This is an optimization exercise on Yosys and OpenROAD, whose aim is small area, a short achievable clock period and few clock cycles per item, not a production implementation. Function was checked by simulation only, so behaviour that the tests miss may differ from the original. Power figures rest on the tool's default switching activity, not on a simulated workload.

`design/flow/design.v`:
```
module RoundAnyRawFNToRecFN_2(
  input         io_invalidExc,
                io_infiniteExc,
                io_in_isNaN,
                io_in_isInf,
                io_in_isZero,
                io_in_sign,
  input  [12:0] io_in_sExp,
  input  [55:0] io_in_sig,
  input  [2:0]  io_roundingMode,
  input         io_detectTininess,
  output [64:0] io_out,
  output [4:0]  io_exceptionFlags
);
  wire        roundingMode_near_even = io_roundingMode == 3'h0;	 
  wire        roundingMode_odd = io_roundingMode == 3'h6;	 
  wire        roundMagUp = io_roundingMode == 3'h2 & io_in_sign | io_roundingMode == 3'h3 & ~io_in_sign;	 
  wire [11:0] _roundMask_T_1 = ~(io_in_sExp[11:0]);	 
  wire [64:0] roundMask_shift = $signed(65'sh10000000000000000 >>> _roundMask_T_1[5:0]);	 
  wire [64:0] roundMask_shift_1 = $signed(65'sh10000000000000000 >>> _roundMask_T_1[5:0]);	 
  wire [53:0] _roundMask_T_129 = (_roundMask_T_1[11] ? (_roundMask_T_1[10] ? {~(_roundMask_T_1[9] | _roundMask_T_1[8] | _roundMask_T_1[7] | _roundMask_T_1[6] ? 51'h0 : ~{roundMask_shift[13], roundMask_shift[14], roundMask_shift[15], roundMask_shift[16], roundMask_shift[17], roundMask_shift[18], roundMask_shift[19], roundMask_shift[20], roundMask_shift[21], roundMask_shift[22], roundMask_shift[23], roundMask_shift[24], roundMask_shift[25], roundMask_shift[26], roundMask_shift[27], roundMask_shift[28], roundMask_shift[29], roundMask_shift[30], roundMask_shift[31], roundMask_shift[32], roundMask_shift[33], roundMask_shift[34], roundMask_shift[35], roundMask_shift[36], roundMask_shift[37], roundMask_shift[38], roundMask_shift[39], roundMask_shift[40], roundMask_shift[41], roundMask_shift[42], roundMask_shift[43], roundMask_shift[44], roundMask_shift[45], roundMask_shift[46], roundMask_shift[47], roundMask_shift[48], roundMask_shift[49], roundMask_shift[50], roundMask_shift[51], roundMask_shift[52], roundMask_shift[53], roundMask_shift[54], roundMask_shift[55], roundMask_shift[56], roundMask_shift[57], roundMask_shift[58], roundMask_shift[59], roundMask_shift[60], roundMask_shift[61], roundMask_shift[62], roundMask_shift[63]}), 3'h7} : {51'h0, _roundMask_T_1[9] & _roundMask_T_1[8] & _roundMask_T_1[7] & _roundMask_T_1[6] ? {roundMask_shift_1[0], roundMask_shift_1[1], roundMask_shift_1[2]} : 3'h0}) : 54'h0) | {53'h0, io_in_sig[55]};	 
  wire [54:0] _GEN = {_roundMask_T_129, 1'h1};	 
  wire [54:0] _roundedSig_T_14 = {1'h1, ~_roundMask_T_129} & _GEN;	 
  wire [54:0] _GEN_0 = io_in_sig[55:1] & _roundedSig_T_14;	 
  wire [54:0] _GEN_1 = io_in_sig[54:0] & _GEN;	 
  wire        anyRound = (|_GEN_0) | (|_GEN_1);	 
  wire        _overflow_roundMagUp_T = roundingMode_near_even | io_roundingMode == 3'h4;	 
  wire [54:0] roundedSig = _overflow_roundMagUp_T & (|_GEN_0) | roundMagUp & anyRound ? {1'h0, io_in_sig[55:2] | _roundMask_T_129} + 55'h1 & ~(roundingMode_near_even & (|_GEN_0) & ~(|_GEN_1) ? {_roundMask_T_129, 1'h1} : 55'h0) : {1'h0, io_in_sig[55:2] & ~_roundMask_T_129} | (roundingMode_odd & anyRound ? _roundedSig_T_14 : 55'h0);	 
  wire [13:0] sRoundedExp = {io_in_sExp[12], io_in_sExp} + {12'h0, roundedSig[54:53]};	 
  wire        common_totalUnderflow = $signed(sRoundedExp) < 14'sh3CE;	 
  wire        isNaNOut = io_invalidExc | io_in_isNaN;	 
  wire        notNaN_isSpecialInfOut = io_infiniteExc | io_in_isInf;	 
  wire        commonCase = ~isNaNOut & ~notNaN_isSpecialInfOut & ~io_in_isZero;	 
  wire        overflow = commonCase & $signed(sRoundedExp[13:10]) > 4'sh2;	 
  wire        overflow_roundMagUp = _overflow_roundMagUp_T | roundMagUp;	 
  wire        pegMinNonzeroMagOut = commonCase & common_totalUnderflow & (roundMagUp | roundingMode_odd);	 
  wire        pegMaxFiniteMagOut = overflow & ~overflow_roundMagUp;	 
  wire        notNaN_isInfOut = notNaN_isSpecialInfOut | overflow & overflow_roundMagUp;	 
  assign io_out = {~isNaNOut & io_in_sign, sRoundedExp[11:0] & ~(io_in_isZero | common_totalUnderflow ? 12'hE00 : 12'h0) & ~(pegMinNonzeroMagOut ? 12'hC31 : 12'h0) & {1'h1, ~pegMaxFiniteMagOut, 10'h3FF} & {2'h3, ~notNaN_isInfOut, 9'h1FF} | (pegMinNonzeroMagOut ? 12'h3CE : 12'h0) | (pegMaxFiniteMagOut ? 12'hBFF : 12'h0) | (notNaN_isInfOut ? 12'hC00 : 12'h0) | (isNaNOut ? 12'hE00 : 12'h0), (isNaNOut | io_in_isZero | common_totalUnderflow ? {isNaNOut, 51'h0} : io_in_sig[55] ? roundedSig[52:1] : roundedSig[51:0]) | {52{pegMaxFiniteMagOut}}};	 
  assign io_exceptionFlags = {io_invalidExc, io_infiniteExc, overflow, commonCase & (common_totalUnderflow | anyRound & io_in_sExp[12:11] != 2'h1 & (io_in_sig[55] ? _roundMask_T_129[1] : _roundMask_T_129[0]) & ~(io_detectTininess & ~(io_in_sig[55] ? _roundMask_T_129[2] : _roundMask_T_129[1]) & (io_in_sig[55] ? roundedSig[54] : roundedSig[53]) & (|_GEN_0) & (_overflow_roundMagUp_T & (io_in_sig[55] ? io_in_sig[2] : io_in_sig[1]) | roundMagUp & (io_in_sig[55] & io_in_sig[2] | (|(io_in_sig[1:0])))))), overflow | commonCase & (common_totalUnderflow | anyRound)};	 
endmodule
module RoundRawFNToRecFN(
  input         io_invalidExc,
                io_infiniteExc,
                io_in_isNaN,
                io_in_isInf,
                io_in_isZero,
                io_in_sign,
  input  [12:0] io_in_sExp,
  input  [55:0] io_in_sig,
  input  [2:0]  io_roundingMode,
  input         io_detectTininess,
  output [64:0] io_out,
  output [4:0]  io_exceptionFlags
);
  RoundAnyRawFNToRecFN_2 roundAnyRawFNToRecFN (	 
    .io_invalidExc     (io_invalidExc),
    .io_infiniteExc    (io_infiniteExc),
    .io_in_isNaN       (io_in_isNaN),
    .io_in_isInf       (io_in_isInf),
    .io_in_isZero      (io_in_isZero),
    .io_in_sign        (io_in_sign),
    .io_in_sExp        (io_in_sExp),
    .io_in_sig         (io_in_sig),
    .io_roundingMode   (io_roundingMode),
    .io_detectTininess (io_detectTininess),
    .io_out            (io_out),
    .io_exceptionFlags (io_exceptionFlags)
  );
endmodule
module DivSqrtRawFN_small_1(
  input         clock,
                reset,
                io_inValid,
                io_sqrtOp,
                io_a_isNaN,
                io_a_isInf,
                io_a_isZero,
                io_a_sign,
  input  [12:0] io_a_sExp,
  input  [53:0] io_a_sig,
  input         io_b_isNaN,
                io_b_isInf,
                io_b_isZero,
                io_b_sign,
  input  [12:0] io_b_sExp,
  input  [53:0] io_b_sig,
  input  [2:0]  io_roundingMode,
  output        io_inReady,
                io_rawOutValid_div,
                io_rawOutValid_sqrt,
  output [2:0]  io_roundingModeOut,
  output        io_invalidExc,
                io_infiniteExc,
                io_rawOut_isNaN,
                io_rawOut_isInf,
                io_rawOut_isZero,
                io_rawOut_sign,
  output [12:0] io_rawOut_sExp,
  output [55:0] io_rawOut_sig
);
  reg  [5:0]  cycleNum;	 
  reg         inReady;	 
  reg         rawOutValid;	 
  reg         sqrtOp_Z;	 
  reg         majorExc_Z;	 
  reg         isNaN_Z;	 
  reg         isInf_Z;	 
  reg         isZero_Z;	 
  reg         sign_Z;	 
  reg  [12:0] sExp_Z;	 
  reg  [52:0] fractB_Z;	 
  reg  [2:0]  roundingMode_Z;	 
  reg  [54:0] rem_Z;	 
  reg         notZeroRem_Z;	 
  reg  [54:0] sigX_Z;	 
  wire        specialCaseA_S = io_a_isNaN | io_a_isInf | io_a_isZero;	 
  wire        normalCase_S = io_sqrtOp ? ~specialCaseA_S & ~io_a_sign : ~specialCaseA_S & ~(io_b_isNaN | io_b_isInf | io_b_isZero);	 
  wire        skipCycle2 = cycleNum == 6'h3 & sigX_Z[54];	 
  wire        notSigNaNIn_invalidExc_S_sqrt = ~io_a_isNaN & ~io_a_isZero & io_a_sign;	 
  wire        notSigNaNIn_invalidExc_S_div = io_a_isZero & io_b_isZero | io_a_isInf & io_b_isInf;	 
  wire [13:0] sExpQuot_S_div = {io_a_sExp[12], io_a_sExp} + {{3{io_b_sExp[11]}}, ~(io_b_sExp[10:0])};	 
  wire        _fractB_Z_T_10 = inReady & io_sqrtOp;	 
  wire [51:0] _fractB_Z_T_25 = inReady ? 52'h0 : fractB_Z[52:1];	 
  wire [63:0] _bitMask_T = 64'h1 << cycleNum;	 
  wire        oddSqrt_S = io_sqrtOp & io_a_sExp[0];	 
  wire        entering = inReady & io_inValid;	 
  wire        _sigX_Z_T_7 = inReady & oddSqrt_S;	 
  wire [55:0] rem = {1'h0, inReady & ~oddSqrt_S ? {io_a_sig, 1'h0} : 55'h0} | (_sigX_Z_T_7 ? {io_a_sig[52:51] - 2'h1, io_a_sig[50:0], 3'h0} : 56'h0) | (inReady ? 56'h0 : {rem_Z, 1'h0});	 
  wire [57:0] trialRem = {2'h0, rem} - {2'h0, {1'h0, (inReady & ~io_sqrtOp ? {io_b_sig, 1'h0} : 55'h0) | (_sigX_Z_T_7 ? 55'h50000000000000 : 55'h0) | {1'h0, inReady & io_sqrtOp & ~(io_a_sExp[0]) | ~inReady & ~sqrtOp_Z, inReady ? 53'h0 : fractB_Z}} | (~inReady & sqrtOp_Z ? {sigX_Z, 1'h0} : 56'h0)};	 
  wire        newBit = $signed(trialRem) > -58'sh1;	 
  wire        _T_6 = entering | ~inReady;	 
  always @(posedge clock) begin
    if (reset) begin
      cycleNum <= 6'h0;	 
      inReady <= 1'h1;	 
      rawOutValid <= 1'h0;	 
    end
    else if ((|cycleNum) | entering) begin	 
      cycleNum <= (entering & normalCase_S ? (io_sqrtOp ? (io_a_sExp[0] ? 6'h35 : 6'h36) : 6'h37) : 6'h0) | (entering | skipCycle2 ? 6'h0 : cycleNum - 6'h1) | {5'h0, entering & ~normalCase_S | skipCycle2};	 
      inReady <= entering & ~normalCase_S | ~entering & ~skipCycle2 & cycleNum - 6'h1 < 6'h2 | skipCycle2;	 
      rawOutValid <= entering & ~normalCase_S | ~entering & ~skipCycle2 & cycleNum - 6'h1 == 6'h1 | skipCycle2;	 
    end
    if (entering) begin	 
      sqrtOp_Z <= io_sqrtOp;	 
      if (io_sqrtOp) begin
        majorExc_Z <= io_a_isNaN & ~(io_a_sig[51]) | notSigNaNIn_invalidExc_S_sqrt;	 
        isNaN_Z <= io_a_isNaN | notSigNaNIn_invalidExc_S_sqrt;	 
        sExp_Z <= {io_a_sExp[12], io_a_sExp[12:1]} + 13'h400;	 
      end
      else begin
        majorExc_Z <= io_a_isNaN & ~(io_a_sig[51]) | io_b_isNaN & ~(io_b_sig[51]) | notSigNaNIn_invalidExc_S_div | ~io_a_isNaN & ~io_a_isInf & io_b_isZero;	 
        isNaN_Z <= io_a_isNaN | io_b_isNaN | notSigNaNIn_invalidExc_S_div;	 
        sExp_Z <= {$signed(sExpQuot_S_div) > 14'shDFF ? 4'h6 : sExpQuot_S_div[12:9], sExpQuot_S_div[8:0]};	 
      end
      isInf_Z <= ~io_sqrtOp & io_b_isZero | io_a_isInf;	 
      isZero_Z <= ~io_sqrtOp & io_b_isInf | io_a_isZero;	 
      sign_Z <= io_a_sign ^ ~io_sqrtOp & io_b_sign;	 
      roundingMode_Z <= io_roundingMode;	 
    end
    if (entering | ~inReady & sqrtOp_Z)	 
      fractB_Z <= (inReady & ~io_sqrtOp ? {io_b_sig[51:0], 1'h0} : 53'h0) | {_fractB_Z_T_10 & ~(io_a_sExp[0]), _fractB_Z_T_10 & io_a_sExp[0] | _fractB_Z_T_25[51], _fractB_Z_T_25[50:0]};	 
    if (_T_6) begin	 
      rem_Z <= newBit ? trialRem[54:0] : rem[54:0];	 
      sigX_Z <= (inReady & ~io_sqrtOp ? {newBit, 54'h0} : 55'h0) | {1'h0, inReady & io_sqrtOp, _sigX_Z_T_7 ? {newBit, 52'h0} : 53'h0} | (inReady ? 55'h0 : sigX_Z) | (~inReady & newBit ? _bitMask_T[56:2] : 55'h0);	 
    end
    if (_T_6 & (inReady | newBit))	 
      notZeroRem_Z <= |trialRem;	 
  end  
  assign io_inReady = inReady;	 
  assign io_rawOutValid_div = rawOutValid & ~sqrtOp_Z;	 
  assign io_rawOutValid_sqrt = rawOutValid & sqrtOp_Z;	 
  assign io_roundingModeOut = roundingMode_Z;	 
  assign io_invalidExc = majorExc_Z & isNaN_Z;	 
  assign io_infiniteExc = majorExc_Z & ~isNaN_Z;	 
  assign io_rawOut_isNaN = isNaN_Z;	 
  assign io_rawOut_isInf = isInf_Z;	 
  assign io_rawOut_isZero = isZero_Z;	 
  assign io_rawOut_sign = sign_Z;	 
  assign io_rawOut_sExp = sExp_Z;	 
  assign io_rawOut_sig = {sigX_Z, notZeroRem_Z};	 
endmodule
module DivSqrtRecFNToRaw_small_1(
  input         clock,
                reset,
                io_inValid,
                io_sqrtOp,
  input  [64:0] io_a,
                io_b,
  input  [2:0]  io_roundingMode,
  output        io_inReady,
                io_rawOutValid_div,
                io_rawOutValid_sqrt,
  output [2:0]  io_roundingModeOut,
  output        io_invalidExc,
                io_infiniteExc,
                io_rawOut_isNaN,
                io_rawOut_isInf,
                io_rawOut_isZero,
                io_rawOut_sign,
  output [12:0] io_rawOut_sExp,
  output [55:0] io_rawOut_sig
);
  DivSqrtRawFN_small_1 divSqrtRawFN (	 
    .clock               (clock),
    .reset               (reset),
    .io_inValid          (io_inValid),
    .io_sqrtOp           (io_sqrtOp),
    .io_a_isNaN          ((&(io_a[63:62])) & io_a[61]),	 
    .io_a_isInf          ((&(io_a[63:62])) & ~(io_a[61])),	 
    .io_a_isZero         (~(|(io_a[63:61]))),	 
    .io_a_sign           (io_a[64]),	 
    .io_a_sExp           ({1'h0, io_a[63:52]}),	 
    .io_a_sig            ({1'h0, |(io_a[63:61]), io_a[51:0]}),	 
    .io_b_isNaN          ((&(io_b[63:62])) & io_b[61]),	 
    .io_b_isInf          ((&(io_b[63:62])) & ~(io_b[61])),	 
    .io_b_isZero         (~(|(io_b[63:61]))),	 
    .io_b_sign           (io_b[64]),	 
    .io_b_sExp           ({1'h0, io_b[63:52]}),	 
    .io_b_sig            ({1'h0, |(io_b[63:61]), io_b[51:0]}),	 
    .io_roundingMode     (io_roundingMode),
    .io_inReady          (io_inReady),
    .io_rawOutValid_div  (io_rawOutValid_div),
    .io_rawOutValid_sqrt (io_rawOutValid_sqrt),
    .io_roundingModeOut  (io_roundingModeOut),
    .io_invalidExc       (io_invalidExc),
    .io_infiniteExc      (io_infiniteExc),
    .io_rawOut_isNaN     (io_rawOut_isNaN),
    .io_rawOut_isInf     (io_rawOut_isInf),
    .io_rawOut_isZero    (io_rawOut_isZero),
    .io_rawOut_sign      (io_rawOut_sign),
    .io_rawOut_sExp      (io_rawOut_sExp),
    .io_rawOut_sig       (io_rawOut_sig)
  );
endmodule
module DivSqrtRecFN_small_1(
  input         clock,
                reset,
                io_inValid,
                io_sqrtOp,
  input  [64:0] io_a,
                io_b,
  input  [2:0]  io_roundingMode,
  output        io_inReady,
                io_outValid_div,
                io_outValid_sqrt,
  output [64:0] io_out,
  output [4:0]  io_exceptionFlags
);
  wire [2:0]  _divSqrtRecFNToRaw_io_roundingModeOut;	 
  wire        _divSqrtRecFNToRaw_io_invalidExc;	 
  wire        _divSqrtRecFNToRaw_io_infiniteExc;	 
  wire        _divSqrtRecFNToRaw_io_rawOut_isNaN;	 
  wire        _divSqrtRecFNToRaw_io_rawOut_isInf;	 
  wire        _divSqrtRecFNToRaw_io_rawOut_isZero;	 
  wire        _divSqrtRecFNToRaw_io_rawOut_sign;	 
  wire [12:0] _divSqrtRecFNToRaw_io_rawOut_sExp;	 
  wire [55:0] _divSqrtRecFNToRaw_io_rawOut_sig;	 
  DivSqrtRecFNToRaw_small_1 divSqrtRecFNToRaw (	 
    .clock               (clock),
    .reset               (reset),
    .io_inValid          (io_inValid),
    .io_sqrtOp           (io_sqrtOp),
    .io_a                (io_a),
    .io_b                (io_b),
    .io_roundingMode     (io_roundingMode),
    .io_inReady          (io_inReady),
    .io_rawOutValid_div  (io_outValid_div),
    .io_rawOutValid_sqrt (io_outValid_sqrt),
    .io_roundingModeOut  (_divSqrtRecFNToRaw_io_roundingModeOut),
    .io_invalidExc       (_divSqrtRecFNToRaw_io_invalidExc),
    .io_infiniteExc      (_divSqrtRecFNToRaw_io_infiniteExc),
    .io_rawOut_isNaN     (_divSqrtRecFNToRaw_io_rawOut_isNaN),
    .io_rawOut_isInf     (_divSqrtRecFNToRaw_io_rawOut_isInf),
    .io_rawOut_isZero    (_divSqrtRecFNToRaw_io_rawOut_isZero),
    .io_rawOut_sign      (_divSqrtRecFNToRaw_io_rawOut_sign),
    .io_rawOut_sExp      (_divSqrtRecFNToRaw_io_rawOut_sExp),
    .io_rawOut_sig       (_divSqrtRecFNToRaw_io_rawOut_sig)
  );
  RoundRawFNToRecFN roundRawFNToRecFN (	 
    .io_invalidExc     (_divSqrtRecFNToRaw_io_invalidExc),	 
    .io_infiniteExc    (_divSqrtRecFNToRaw_io_infiniteExc),	 
    .io_in_isNaN       (_divSqrtRecFNToRaw_io_rawOut_isNaN),	 
    .io_in_isInf       (_divSqrtRecFNToRaw_io_rawOut_isInf),	 
    .io_in_isZero      (_divSqrtRecFNToRaw_io_rawOut_isZero),	 
    .io_in_sign        (_divSqrtRecFNToRaw_io_rawOut_sign),	 
    .io_in_sExp        (_divSqrtRecFNToRaw_io_rawOut_sExp),	 
    .io_in_sig         (_divSqrtRecFNToRaw_io_rawOut_sig),	 
    .io_roundingMode   (_divSqrtRecFNToRaw_io_roundingModeOut),	 
    .io_detectTininess (1'h1),
    .io_out            (io_out),
    .io_exceptionFlags (io_exceptionFlags)
  );
endmodule
```
`design/flow/run.sh`:
```
#!/bin/bash
# synth_recipe.tcl (not shown) runs the flow's synth.tcl, then flattens the netlist and writes it again
# the make line also repeats each setting of config.mk as NAME=value (left out here)
make -C /OpenROAD-flow-scripts/flow DESIGN_CONFIG=/design/flow/config.mk WORK_HOME=/design/flow/orfs CLKGATE_MAP_FILE= SYNTH_SCRIPT=/design/flow/synth_recipe.tcl finish
```
`design/flow/config.mk`:
```
export PLATFORM = sky130hd
export DESIGN_NAME = DivSqrtRecFN_small_1
export DESIGN_NICKNAME = DivSqrtRecFN_small_1
export VERILOG_FILES = /design/flow/design.v
export SDC_FILE = /design/flow/constraint.sdc
export NUM_CORES = 4
export LEC_CHECK = 0
export CAP_MARGIN = 20
export CORE_MARGIN = 2
export CORE_UTILIZATION = 40
export SLEW_MARGIN = 20
```
`design/flow/constraint.sdc`:
```
create_clock -name core_clock -period 11.0 [get_ports {clock}]
set_input_delay 2.2000 -clock core_clock [delete_from_list [all_inputs] [get_ports {clock}]]
set_output_delay 2.2000 -clock core_clock [all_outputs]
set_load 0.01 [all_outputs]
```
==> impl_metrics.env <==
export IMPL_avgSynthCellArea_um2=7.62
export IMPL_worst_r2r_setup_slack_ns=3.51
export IMPL_rr_endpoint="divSqrtRecFNToRaw.divSqrtRawFN.rem_Z[38]"
export IMPL_cts_buffers_inserted=17
export IMPL_yosys_area_top_type="sky130_fd_sc_hd__edfxtp_1"
export IMPL_final_hold_viol_count=0
export IMPL_cap_violations=0
export IMPL_synth_compound_gate_area_share_pct=31.0
export IMPL_die_y_um=238
export IMPL_timing_worst_setup_path_type="reg -> out"
export IMPL_clk_transition_reported_paths_ns=0.08
export IMPL_min_delay_worst_endpoint="divSqrtRecFNToRaw.divSqrtRawFN.rawOutValid"
export IMPL_placement_io_buffers=209
export IMPL_overflow=0
export IMPL_ys_seq_elements=194
export IMPL_mappedNetlistArea_mm2=0.0220
export IMPL_latest_clock_arrival_within_the_worst_skew_pair_ns=0.50
export IMPL_first_global_vias=23560
export IMPL_syn2layout_area_growth_pct=17.3
export IMPL_setup_violations=0
export IMPL_grt_max_degree=170
export IMPL_critical_path_reg2reg_startpoint="divSqrtRecFNToRaw.divSqrtRawFN.inReady"
export IMPL_timing_final_crit_share_pct=96.5
export IMPL_synth_top_family_by_area="compound AO/OA/AOI/OAI gates"
export IMPL_synth_cell_types=90
export IMPL_core_area_mm2=0.0540
export IMPL_vdd_ir_drop_max_mv=0.235
export IMPL_fp_dieArea_mm2=0.0568
export IMPL_number_of_enable_flip_flop_cells_after_synthesis=186
export IMPL_timing_final_max_slew_violations=0
export IMPL_timing_fmax_ghz=0.0942
export IMPL_synth_top_cells_by_area="sky130_fd_sc_hd__edfxtp_1, sky130_fd_sc_hd__a21oi_1, sky130_fd_sc_hd__o21ai_0, sky130_fd_sc_hd__ha_1, sky130_fd_sc_hd__nor2_1"
export IMPL_worstPathArrival_ns=8.41
export IMPL_design_final_nets=3228
export IMPL_synthXorXnorAreaFrac_pct=3.43
export IMPL_fraction_of_the_mapped_netlist_area_in_adder_cells_pct=4.76
export IMPL_tightest_slew_ns=1.05
export IMPL_type_of_element_launching_the_critical_path="register"
export IMPL_antenna_found_initial=0
export IMPL_wire_per_inst_um=29.7
export IMPL_endpoint_kind="primary output"
export IMPL_detail_route_wirelength_mm=111
export IMPL_clock_sink_count=194
export IMPL_worst_slew_margin_rel_pct=29.7
export IMPL_final_layout_size_suffix_gt1_share_pct=7.28
export IMPL_ctsRootBufferMaster="sky130_fd_sc_hd__clkbuf_16"
export IMPL_hp_start="divSqrtRecFNToRaw.divSqrtRawFN.rawOutValid"
export IMPL_floorplan_io_pins=210
export IMPL_min_delay_path_class="reg -> reg"
export IMPL_antenna_cells=0
export IMPL_syn_inst=2879
export IMPL_worst_path_most_repeated_cell="sky130_fd_sc_hd__buf_4"
export IMPL_run_status="complete, no violations"
export IMPL_holdPathStages=2
export IMPL_critical_path_peak_fanout=28
export IMPL_vias=24951
export IMPL_tritoncts="done"
export IMPL_slowest_delay_ns=0.59
export IMPL_h_tree_depth=4
export IMPL_synth_simple_gate_area_share_pct=21.4
export IMPL_groute_usage_overall_pct=38.1
export IMPL_synth_area_mux_share_pct=6.02
export IMPL_final_min_clock_period_ns=10.61
export IMPL_drtAntennaViolNets=0
export IMPL_synth_async_sr_flop_share_pct=0
export IMPL_final_hold_worst_slack_ns=0.552
export IMPL_power_density_mw_per_mm2=345
export IMPL_timing_reg2reg_worst_path_depth=19
export IMPL_synth_warnings=1
export IMPL_hpwlAfterDp_mm=88.0
export IMPL_mappedNetlistNets=3097
export IMPL_cpMaxStageDelayCell="sky130_fd_sc_hd__edfxtp_1"
export IMPL_floorplan_die_width_um=238
export IMPL_clk_path_buf_depth=2
export IMPL_worst_endpoint_required_ns=8.80
export IMPL_synth_cells_most_frequent="sky130_fd_sc_hd__a21oi_1, sky130_fd_sc_hd__nor2_1, sky130_fd_sc_hd__nand2_1, sky130_fd_sc_hd__o21ai_0, sky130_fd_sc_hd__edfxtp_1"
export IMPL_std_cell_rows=85
export IMPL_dr_first_iter_drc_count=3008
export IMPL_routabilityCongestion=1.09
export IMPL_most_instantiated_library_cell_after_synthesis="sky130_fd_sc_hd__a21oi_1"
export IMPL_yosysSeqAreaShare_pct=26.2
export IMPL_p_leak_nw=9.49
export IMPL_unrepaired_setup_endpoints_after_global_routing="false"
export IMPL_synthDominantCellAreaShare_pct=25.4
export IMPL_drc_errors=0
export IMPL_dominantRegCellSynth="sky130_fd_sc_hd__edfxtp_1"
export IMPL_initial_cell_density_of_the_core_pct=40.6
export IMPL_post_route_util_pct=47.7
export IMPL_accumulated_negative_setup_slack_ns=0
export IMPL_finalClockSkew_ns=0.0121
export IMPL_detail_route_first_pass_iterations=6
export IMPL_detail_route_vias_per_cell=6.71
export IMPL_grt_first_pass_wirelength_mm=159
## per-layer routing
metal	vias up	routed length (µm)	GRT usage [%]
met4	0	7320	21.6
met3	327	9040	7.87
li1	11139	-	-
met2	1463	50400	61.8
met1	12022	43800	47.2
met5	-	0	0
## area by class of cell
type	count	area (µm²)
Fill cell	5390	28300
Multi-Input combinational cell	2286	14700
Sequential cell	194	5750
Timing Repair Buffer	337	3210
Tap cell	696	871
Inverter	174	653
Clock buffer	17	425
Clock inverter	15	123
## stage by stage
| step | instance area [µm²] | setup slack (ns) | total power [mW] | instances |
|---|---|---|---|---|
| global route | 25700 | 0.00319 | 9.39 | 3719 |
| finish | 25700 | 0.390 | 8.89 | 3719 |
| detailed placement | 25100 | 0.924 | 8.03 | 3680 |
| global placement | 25100 | 0.993 | 7.97 | 3679 |
| floorplan | 22000 | 1.75 | 5.76 | 2879 |
| CTS | 25600 | 0.343 | 8.68 | 3712 |
## state kept, by name, summed over array words and instances (netlist names)
register / count
divSqrtRecFNToRaw.divSqrtRawFN.rem_Z: 55
divSqrtRecFNToRaw.divSqrtRawFN.sigX_Z: 55
divSqrtRecFNToRaw.divSqrtRawFN.fractB_Z: 53
divSqrtRecFNToRaw.divSqrtRawFN.sExp_Z: 13
divSqrtRecFNToRaw.divSqrtRawFN.cycleNum: 6
divSqrtRecFNToRaw.divSqrtRawFN.roundingMode_Z: 3
divSqrtRecFNToRaw.divSqrtRawFN.inReady: 1
divSqrtRecFNToRaw.divSqrtRawFN.isInf_Z: 1
divSqrtRecFNToRaw.divSqrtRawFN.isNaN_Z: 1
divSqrtRecFNToRaw.divSqrtRawFN.isZero_Z: 1
divSqrtRecFNToRaw.divSqrtRawFN.majorExc_Z: 1
divSqrtRecFNToRaw.divSqrtRawFN.notZeroRem_Z: 1
divSqrtRecFNToRaw.divSqrtRawFN.rawOutValid: 1
divSqrtRecFNToRaw.divSqrtRawFN.sign_Z: 1
divSqrtRecFNToRaw.divSqrtRawFN.sqrtOp_Z: 1
## kinds of logic (layout without fill, tap and decap cells)
group                      Yosys count  count (layout)
AOI/OAI and AO/OA                 1040            1040
and+or+nand+nor                    952             952
buffers and inverters              399             543
DFF                                194             194
muxes                              126             126
xor gates and xnor gates            86              86
adders and majority gates           82              82
## worst max path at each step
stage                                                    startpoint         end  slack [ns]  cells past startpoint
final                     divSqrtRecFNToRaw.divSqrtRawFN.sExp_Z[10]   io_out[8]        0.39                     29
after global routing       divSqrtRecFNToRaw.divSqrtRawFN.sExp_Z[3]   io_out[0]       0.003                     28
after CTS                 divSqrtRecFNToRaw.divSqrtRawFN.sExp_Z[10]   io_out[8]        0.34                     28
after detailed placement  divSqrtRecFNToRaw.divSqrtRawFN.sExp_Z[10]   io_out[8]        0.92                     28
after global placement    divSqrtRecFNToRaw.divSqrtRawFN.sExp_Z[10]  io_out[31]        0.99                     25
after floorplan           divSqrtRecFNToRaw.divSqrtRawFN.sExp_Z[11]  io_out[41]        1.75                     30
## power by group
group / internal, mW / total, mW / switching, mW / leakage (nW)
clock: 0.295 / 0.624 / 0.329 / 0.274
combinational: 2.25 / 6.49 / 4.24 / 7.26
sequential: 1.35 / 1.78 / 0.431 / 1.95
## worst max-delay path: cells and delay by family (launching register included)
family	cells	cell delay (ns)
flops	1	0.59
compound gates	10	1.87
buf+inv	6	1.67
fa+ha+maj	1	0.30
simple gates	12	3.45
## cell usage in the layout, fill, tap and decap left out, types with 17 or more instances in the layout
| cell | Yosys | layout |
|---|---|---|
| sky130_fd_sc_hd__nor2_1 | 251 | 250 |
| sky130_fd_sc_hd__a22oi_1 | 33 | 33 |
| sky130_fd_sc_hd__and2_1 | 26 | 25 |
| sky130_fd_sc_hd__or2_2 | 17 | 17 |
| sky130_fd_sc_hd__or3_1 | 32 | 32 |
| sky130_fd_sc_hd__xnor2_1 | 49 | 49 |
| sky130_fd_sc_hd__ha_1 | 78 | 78 |
| sky130_fd_sc_hd__nand3b_1 | 18 | 18 |
| sky130_fd_sc_hd__clkdlybuf4s50_1 | 0 | 209 |
| sky130_fd_sc_hd__a211oi_1 | 29 | 29 |
| sky130_fd_sc_hd__a21o_1 | 43 | 43 |
| sky130_fd_sc_hd__a31oi_1 | 45 | 44 |
| sky130_fd_sc_hd__o22ai_1 | 24 | 24 |
| sky130_fd_sc_hd__nand4_1 | 54 | 54 |
| sky130_fd_sc_hd__xor2_1 | 37 | 37 |
| sky130_fd_sc_hd__nand2b_1 | 24 | 22 |
| sky130_fd_sc_hd__and3_1 | 20 | 19 |
| sky130_fd_sc_hd__nor4_1 | 22 | 20 |
| sky130_fd_sc_hd__clkbuf_16 | 0 | 17 |
| sky130_fd_sc_hd__a21oi_1 | 287 | 286 |
| sky130_fd_sc_hd__and4_1 | 17 | 17 |
| sky130_fd_sc_hd__o211ai_1 | 20 | 20 |
| sky130_fd_sc_hd__nand2_1 | 228 | 228 |
| sky130_fd_sc_hd__mux2_1 | 41 | 41 |
| sky130_fd_sc_hd__o21ai_0 | 211 | 211 |
| sky130_fd_sc_hd__edfxtp_1 | 186 | 186 |
| sky130_fd_sc_hd__o31ai_1 | 17 | 17 |
| sky130_fd_sc_hd__buf_4 | 4 | 116 |
| sky130_fd_sc_hd__o21a_1 | 73 | 73 |
| sky130_fd_sc_hd__inv_1 | 174 | 172 |
| sky130_fd_sc_hd__mux2i_1 | 77 | 77 |
| sky130_fd_sc_hd__nand3_1 | 102 | 102 |
| sky130_fd_sc_hd__nor3_1 | 80 | 77 |
| sky130_fd_sc_hd__o32ai_1 | 56 | 56 |
## timing repair
action	in CTS	in global routing
setup buffers	0	6
hold buffers	0	0
gates resized for setup	0	8
setup endpoints to repair	0	46
Testbench counts, summed over its fixed seeds: cycles 69,431, items 1,280.

port drivers added, routing unchanged:
How much do the figures lean on ideal ports? The routed layout below was timed once more, with nothing changed but the port constraints.
Step 1, drivers: a clkbuf_16 drives clock and a buf_2 each remaining input, both assumed.
Step 2 adds t to the input delays and takes it off the output delays; t is the mean of the earliest and latest rising clock arrival at the registers after step 1. Input paths then give back, and output paths get back, about the clock's delay inside the block.
Three values: ideal ports, drivers, drivers and shift; two values: the first two.
t (ns): 0.551
setup WS [ns]: 0.390 / 0.331 / 0.882
worst setup path after step 2: register to output
pins driven straight from the clock port: 1
After both steps this run still meets setup and hold. The setup slack of this run moves by -0.059 ns with the drivers and by +0.492 ns with both steps.
